What follows belongs to an exercise in optimizing a design on an open flow for small area and a short achievable clock period; a production flow would make more cautious choices.
The RTL of this run was laid out without a check of its function.

File: flow/config.mk
export PLATFORM = sky130hd
export DESIGN_NAME = fp_mult
export DESIGN_NICKNAME = fp_mult
export VERILOG_FILES = /design/flow/design.v
export SDC_FILE = /design/flow/constraint.sdc
export NUM_CORES = 4
export LEC_CHECK = 0
export CAP_MARGIN = 20
export CORE_MARGIN = 2
export CORE_UTILIZATION = 40
export SLEW_MARGIN = 20
File: flow/constraint.sdc
create_clock -name core_clock -period 9.0 [get_ports {clock}]
set_input_delay 1.8000 -clock core_clock [delete_from_list [all_inputs] [get_ports {clock}]]
set_output_delay 1.8000 -clock core_clock [all_outputs]
set_load 0.01 [all_outputs]
File: flow/design.v
module fp_mult( 
input logic [31:0]    dataA,
input logic [31:0]    dataB,
input logic clock,
output logic [31:0]   result
);
logic          sign_a; 
logic          sign_b;
logic          sign_result;
logic [7:0]    exp_a;
logic [7:0]    exp_b;
logic [8:0]    exp_result;
logic [8:0]    exp_result_final;
logic [23:0]   mantissa_a; 
logic [23:0]   mantissa_b;
logic [47:0]   mantissa_result; 
logic [22:0]   normalized_mantissa;
logic          overflow;
assign sign_a = dataA[31];
assign sign_b = dataB[31];
assign exp_a = dataA[30:23];
assign exp_b = dataB[30:23];
assign mantissa_a = {1'b1, dataA[22:0]};
assign mantissa_b = {1'b1, dataB[22:0]};
assign mantissa_result = mantissa_a * mantissa_b;
assign exp_result = exp_a + exp_b - 8'd127;
assign sign_result = sign_a ^ sign_b;
logic          sign_result_1;
logic [7:0]    exp_a_1;
logic [7:0]    exp_b_1;
logic [31:0]   dataA_1;
logic [31:0]   dataB_1;
always_ff @(posedge clock) begin
    sign_result_1 <= sign_result;
    exp_a_1 <= exp_a;
    exp_b_1 <= exp_b;
    dataA_1 <= dataA;
    dataB_1 <= dataB;
end
always_ff @(posedge clock) begin
    if (mantissa_result[47]) begin
        exp_result_final <= exp_result + 1'b1;
        normalized_mantissa <= mantissa_result[46:23];
    end
    else begin
        normalized_mantissa <= mantissa_result[45:22];
        exp_result_final <= exp_result;
    end
end
assign overflow = exp_result_final[8];
logic          sign_result_2;
logic [7:0]    exp_a_2;
logic [7:0]    exp_b_2;
logic [31:0]   dataA_2;
logic [31:0]   dataB_2;
logic          overflow_2;
logic [8:0]    exp_result_final_2;
logic [22:0]   normalized_mantissa_2;
always_ff @(posedge clock) begin
    sign_result_2 <= sign_result_1;
    exp_a_2 <= exp_a_1;
    exp_b_2 <= exp_b_1;
    dataA_2 <= dataA_1;
    dataB_2 <= dataB_1;
    overflow_2 <= overflow;
    exp_result_final_2 <= exp_result_final;
    normalized_mantissa_2 <= normalized_mantissa;
end
always@(posedge clock) begin
    if (exp_a_2==8'hff || exp_b_2==8'hff) begin
        if ((exp_a_2==8'hff && dataA_2[22:0]==0 && dataB_2>0 && dataB_2[30:0]<=31'h7f000000)
           ||(exp_b_2==8'hff && dataB_2[22:0]==0 && dataA_2>0 && dataA_2[30:0]<=31'h7f000000)) begin
            result <= {sign_result_2, 8'hff, 23'b0};
           end
        else begin
            result <= {sign_result_2, 8'hff, 23'b1};
        end
    end
    else if (dataA_2==32'b0 || dataB_2==32'b0) begin
        result <= 32'b0;
    end
    else if (overflow_2) begin
        result <= {sign_result_2, 8'hff, 23'b0};
    end
    else begin
        result <= {sign_result_2, exp_result_final_2[7:0], normalized_mantissa_2};
    end
end
endmodule
File: flow/run.sh
#!/bin/bash
# synth_recipe.tcl (not shown) runs the flow's synth.tcl, then flattens the netlist and writes it again
# the make line also repeats each setting of config.mk as NAME=value (left out here)
make -C /OpenROAD-flow-scripts/flow DESIGN_CONFIG=/design/flow/config.mk WORK_HOME=/design/flow/orfs CLKGATE_MAP_FILE= SYNTH_SCRIPT=/design/flow/synth_recipe.tcl finish
==> flow_metrics.env <==
export IMPL_status="finished clean"
export IMPL_critPathTopFamily="adder cells"
export IMPL_hold_viol=0
export IMPL_crit_path_start_kind="input pin"
export IMPL_vias=16910
export IMPL_cp_arrival_ps=9010
export IMPL_dieArea_um2=62500
export IMPL_start_util_pct=40.2
export IMPL_regArea_um2=4520
export IMPL_fp_row_count=90
export IMPL_cts_sinks=226
export IMPL_worstHoldPathType="flip-flop to flip-flop"
export IMPL_critical_path_cell_chain="clkdlybuf4s50_1, buf_4, nand2_1, fa_1, inv_1, fa_1, fa_1, fa_1, fa_1, fa_1, inv_1, fa_1, inv_1, ha_1, a21oi_1, nand2_1, a211oi_1, nand3_1, o21ai_0, o21ai_0, buf_4, a31oi_1, xor2_1, mux2i_1"
export IMPL_post_cts_buffers=0
export IMPL_utilization_pct=46.7
export IMPL_async_flop_share_pct=0
export IMPL_root_buffer="clkbuf_16"
export IMPL_cpMaxStageDelayCell="clkdlybuf4s50_1"
export IMPL_slew_viol_final=0
export IMPL_portBuffers=96
export IMPL_cts_tree="yes"
export IMPL_syn_inst=2523
export IMPL_fillers=5656
export IMPL_crit_type="input pin to flip-flop"
export IMPL_viasPerCell=4.86
export IMPL_synth_seq_cells=226
export IMPL_yosysUniqueCellTypes=56
export IMPL_cp_common_cell="fa_1"
export IMPL_cp_required_ps=9380
export IMPL_grt_start_max_net_pins=29
export IMPL_area_growth_synth_to_final_pct=15.9
export IMPL_ys_flop_type="dfxtp_1"
export IMPL_yosys_area_top_type="fa_1"
export IMPL_antenna_cells=0
export IMPL_fin_skew_ps=21.8
export IMPL_io_pins=97
export IMPL_post_dp_hpwl_um=53400
export IMPL_firstDrtPassIters=5
export IMPL_synth_net_count=3255
export IMPL_slew_headroom_pct=49.6
export IMPL_synth_edf_count=0
export IMPL_synth_area_um2=24200
export IMPL_core_area_um2=60100
export IMPL_seq_area_frac_synth_pct=18.7
export IMPL_grt_total_usage_pct=20.9
export IMPL_grt_pass1_vias=18545
export IMPL_dpl_cell_area_um2=27300
export IMPL_rsz0062_at_grt="false"
export IMPL_cts_buffers=22
export IMPL_synth_common_cells="607 x inv_1, 482 x fa_1, 298 x nand2_1, 263 x and2_1, 226 x dfxtp_1"
export IMPL_htree_levels=1
export IMPL_cts_clk_slew_worst_paths_ps=60
export IMPL_finalSetupTns_ps=0
export IMPL_layout_min_cycle_time_ps=8640
export IMPL_drtIter0Drc=1003
export IMPL_cp_max_fo=13
export IMPL_multi_input_comb_area_um2=17000
export IMPL_maxCapViolations=0
export IMPL_yosys_top_cells_area="fa_1 40%, dfxtp_1 19%, ha_1 9.6%"
export IMPL_routed_wl_um=63500
export IMPL_crit_path_max_incr_delay_ps=760
export IMPL_antenna_found_initial=0
export IMPL_worstMarginPinSlew_ps=751
export IMPL_synthMostInstantiatedCell="inv_1"
export IMPL_yosysWarnings=1
export IMPL_holdWs_ps=315
export IMPL_drc_errors=0
export IMPL_post_route_period_util_pct=96.0
export IMPL_timing_fmax_mhz=116
export IMPL_r2r_slack_ps=6270
export IMPL_setup_viol=0
export IMPL_gp_congestion=0.920
export IMPL_dieWidth_um=250
export IMPL_avgSynthCellArea_um2=9.59
export IMPL_wl_per_cell_um=18.3
export IMPL_yosysTopAreaCellShare_pct=39.9
export IMPL_die_h_um=250
export IMPL_cts_buffer_depth=3
export IMPL_fin_nets=3413
export IMPL_clk_latency_ps=510
export IMPL_grt_overflow_total=0
export IMPL_design_area_um2=28100
export IMPL_critPathBufInv=6
export IMPL_postRouteAntennaNets=0
export IMPL_crit_path_end_kind="flip-flop"
export IMPL_grt_pass1_wl_um=102000
export IMPL_layout_drive_gt1_share_pct=7.30
-- worst paths after layout --
path / start / to / depth (start not counted)
worst max-delay path: dataA[8] / normalized_mantissa[19] / 24
worst min-delay path: dataA_1[23] / dataA_2[23] / 0
worst max register to register: dataA_2[0] / result[31] / 6
worst min register to register: dataA_1[23] / dataA_2[23] / 0
-- sequential cells by signal, summed over array words and instances (netlist names), 8 cells and up --
name / cells
dataB_2: 32
exp_result_final: 9
normalized_mantissa: 23
dataA_2: 32
normalized_mantissa_2: 23
dataB_1: 32
exp_result_final_2: 8
result: 32
dataA_1: 32
-- area by class of cell --
| cell class | count | share of cell area (%) |
|---|---|---|
| clock buffers | 27 | 2.10 |
| clock inverters | 13 | 0.736 |
| inverters | 609 | 8.15 |
| multi-input cells | 1584 | 60.6 |
| flip-flops and latches | 226 | 16.1 |
| well taps | 782 | 3.49 |
| repair buffers | 238 | 8.79 |
-- layout by cell type, fill, tap and decap left out, types with 3 or more instances in the layout --
cell type        instances
and3_1                   4
o21a_1                  12
xnor2_1                 26
nand2_1                298
or3_1                    3
a31oi_1                  5
o21bai_1                10
clkdlybuf4s50_1         96
buf_12                  35
nand3_1                 15
a211oi_1                 4
buf_4                  107
ha_1                   185
inv_8                    3
mux2_2                  13
inv_1                  607
o21ai_0                 29
nor4_1                  15
clkbuf_1                 3
xor2_1                  18
nand2b_1                 4
fa_1                   482
and2_1                 263
and4_1                   3
clkbuf_16               22
a21oi_1                 56
nor2b_1                  3
nand4_1                 20
nor2_1                  58
mux2i_1                  6
a21o_1                  14
nor3_1                   7
dfxtp_1                226
bufinv_16                4
-- through the flow --
step	cells	setup slack [ps]
final	3479	361
after CTS	3479	320
after global placement	3439	-207
after detailed placement	3439	-197
after floorplan	2523	663
after global routing	3479	49.5
-- metal layers --
layer	routed length [um]	track usage (%)	part of all wire, %
met3	4940	3.22	7.8
met5	0	0	0
met1	28300	29.6	45
met2	28700	33.7	45
met4	1600	4.84	2.5
-- timing repair --
action,CTS,global route
hold buffers,0,0
endpoints found under the setup margin,0,19
resized for setup,0,1
-- logic make-up (layout without fill, tap and decap cells) --
group | Yosys count | count (layout) | synth area share (%)
buffers and inverters | 713 | 887 | 11.1
AND/OR/NAND/NOR | 700 | 700 | 14.3
adder cells (fa/ha/maj) | 667 | 667 | 49.4
flip-flops | 226 | 226 | 18.7
AO/OA/AOI/OAI | 154 | 154 | 3.96
XOR/XNOR | 44 | 44 | 1.59
multiplexers | 19 | 19 | 0.853

==> re-timing with driven ports <==
The flow's constraints put no driver on any port. The routed layout listed below was extracted and timed again, unchanged, in two steps. Step 1 sets driving cells, clkbuf_16 on the clock port and buf_2 on the other inputs (assumed; they add their load-dependent delay and slew). Step 2 also shifts input and output timing later by t, the mid clock arrival at the registers, as if the neighbouring blocks saw the same clock. a / b / c = no drivers / after step 1 / after step 2; a / b = the first two.
t (ns): 0.546
setup slack, ns: 0.361 / 0.379 / -0.167
worst hold slack (ns): 0.315 / 0.315 / 0.315
clock arrival spread, ns: 0.023 / 0.023
cell pins on the clock port's net: 1
With both steps, setup timing fails in this run, where it was met with ideal ports. The setup slack of this run moves by +0.018 ns with the drivers and by -0.528 ns with both steps.
